Context: an optimization exercise on an open-source flow, tuned for small area and few clock cycles per item. The choices shown serve that exercise and are no tape-out recipe.
In this exercise RTL edits were held to simulation tests only and were not proved equivalent to the original.
Power is estimated from default activity; no workload was simulated.

== wip/pepper ==
==> flow/design.v (excerpt) <==
module cmpmac(
	input				wb_clk_i,
	input				rst_i,
	input  [2:0]	wb_adr_i,
	input  [15:0]	wb_dat_i,
	output [15:0]	wb_dat_o,
	input				wb_cyc_i,
	input				wb_we_i,
	input				wb_stb_i,
	input  [1:0]	wb_sel_i,
	output			wb_ack_o,
	input	 [1:0]	eth_pms_i,
	input				eth_macr_i,
	input  [47:0]	eth_macd_i,
	output			cmp_done_o,
	output			cmp_res_o
);
Size in the first run: about 2100 cells after synthesis, ~710 flip-flops, ~96 I/O pins, about 24000 um^2 of cells after synthesis.
export LEC_CHECK = 0
export CAP_MARGIN = 5
export CORE_MARGIN = 2
export CORE_UTILIZATION = 40
export SLEW_MARGIN = 5
export SYNTH_HIERARCHICAL = 1
export SYNTH_MINIMUM_KEEP_SIZE = 0
create_clock -name core_clock -period 8.0 [get_ports {wb_clk_i}]
standard.sh (not shown) runs the stock make flow with config.mk's settings and CLKGATE_MAP_FILE= SYNTH_SCRIPT=/design/flow/synth_recipe.tcl, a recipe that flattens the netlist after the stock synthesis.
==> flow/flow/run.sh <==
#!/bin/bash
# Standard synthesis, but ABC maps with the ORFS speed script minus its
# upsizing pass (flow/abc_area_nosize.script); registers are untouched.
# Layout (the standard.sh): smaller port buffers, larger clock-sink
# clusters without dummy loads and a smaller clock root buffer, synthesis
# buffers removed before placement. ORFS writes each step's log under orfs/logs.
here=$(pwd)
{ head -n 1 synth_recipe.tcl
  echo "proc abc {args} { set i [lsearch \$args -script]; if {\$i >= 0} { lset args [expr {\$i+1}] $here/flow/abc_area_nosize.script }; yosys abc {*}\$args }"
  tail -n +2 synth_recipe.tcl; } > my_synth.tcl
bash standard.sh \
  SYNTH_SCRIPT=$here/my_synth.tcl \
  BUFFER_PORTS_ARGS="-buffer_cell sky130_fd_sc_hd__buf_2" \
  CTS_ARGS="-sink_clustering_enable -repair_clock_nets -buf_list sky130_fd_sc_hd__clkbuf_16 -root_buf sky130_fd_sc_hd__clkbuf_8 -sink_clustering_size 28 -sink_clustering_max_diameter 120 -dont_use_dummy_load" \
  REMOVE_ABC_BUFFERS=1 \
  finish > standard.log 2>&1
==> flow/flow/abc_area_nosize.script <==
&get -n
&st
&dch
&nf
&st
&syn2
&if -g -K 6
&synch2
&nf
&st
&syn2
&if -g -K 6
&synch2
&nf
&put
buffer -c
topo
stime -c
dnsize -c
wip/pepper went all the way through the flow, and no timing, DRC or antenna check failed.
Testbench counts of wip/pepper, summed over its fixed seeds: cycles 18,432, lookups 9,216.
Relative to wip/pepper, the following input files were edited for wip/cedar:
diff --git a/flow/config.mk b/flow/config.mk
--- a/flow/config.mk
+++ b/flow/config.mk
@@ -6,8 +6,8 @@
 export NUM_CORES = 4
 export LEC_CHECK = 0
-export CAP_MARGIN = 5
+export CAP_MARGIN = 20
 export CORE_MARGIN = 2
 export CORE_UTILIZATION = 40
-export SLEW_MARGIN = 5
+export SLEW_MARGIN = 20
 export SYNTH_HIERARCHICAL = 1
 export SYNTH_MINIMUM_KEEP_SIZE = 0
--- outcome ---
[compare] base=wip/pepper new=wip/cedar: number of antenna violations at the first check in global routing shows no meaningful change, number of tap cells added at floorplan shows no meaningful change. As far as global routing usage on met1 goes, wip/pepper and wip/cedar are indistinguishable; the numbers are identical.
--- input diff wip/cedar..wip/lagoon ---
==> flow/flow/run.sh <==
#!/bin/bash
# Standard synthesis, but ABC maps with the ORFS speed script minus its
# upsizing pass (flow/abc_area_nosize.script); registers are untouched.
# Layout: smaller port buffers, larger clock-sink clusters without dummy
# loads, synthesis buffers removed before placement.
here=$(pwd)
{ head -n 1 synth_recipe.tcl
  echo "proc abc {args} { set i [lsearch \$args -script]; if {\$i >= 0} { lset args [expr {\$i+1}] $here/flow/abc_area_nosize.script }; yosys abc {*}\$args }"
  tail -n +2 synth_recipe.tcl; } > my_synth.tcl
bash standard.sh \
  SYNTH_SCRIPT=$here/my_synth.tcl \
  BUFFER_PORTS_ARGS="-buffer_cell sky130_fd_sc_hd__buf_2" \
  CTS_ARGS="-sink_clustering_enable -repair_clock_nets -buf_list sky130_fd_sc_hd__clkbuf_16 -sink_clustering_size 28 -sink_clustering_max_diameter 90 -dont_use_dummy_load" \
  REMOVE_ABC_BUFFERS=1 \
  finish > standard.log 2>&1
==> results.txt <==
Higher worst setup slack goes to wip/cedar over wip/lagoon. Taking wip/cedar as the reference point, the total length of routed met3 wires of wip/lagoon rises by about 2%. Final standard cell utilization of the core across wip/lagoon and wip/cedar: no real change. wip/lagoon against wip/cedar: maximum frequency now sits lower, sequential group power about even, clock-buffer cell count now larger, worst hold slack +45 ps, final worst-path cycle share went up 2.1 points. Total power consumption of the routed design, wip/lagoon and wip/cedar: larger value in wip/lagoon.

-- port drivers added, routing unchanged --
How much do the figures lean on ideal ports? The routed layouts below were timed once more, with nothing changed but the port constraints. Step 1 assumes that a clkbuf_16 drives the clock port and a buf_2 every other input. Step 2 also shifts input and output timing later by t, the mid clock arrival at the registers, as if the neighbouring blocks saw the same clock. Three values: ideal ports, drivers, drivers and shift; two values: the first two.
run | t (ns) | setup slack, ns | cell pins on the clock port's net
wip/pepper | 0.809 | 1.295 / 1.181 / 1.181 | 1
wip/cedar | 0.809 | 1.295 / 1.181 / 1.181 | 1
wip/lagoon | 0.696 | 1.124 / 1.101 / 1.101 | 1
After both steps every run listed still meets setup and hold.
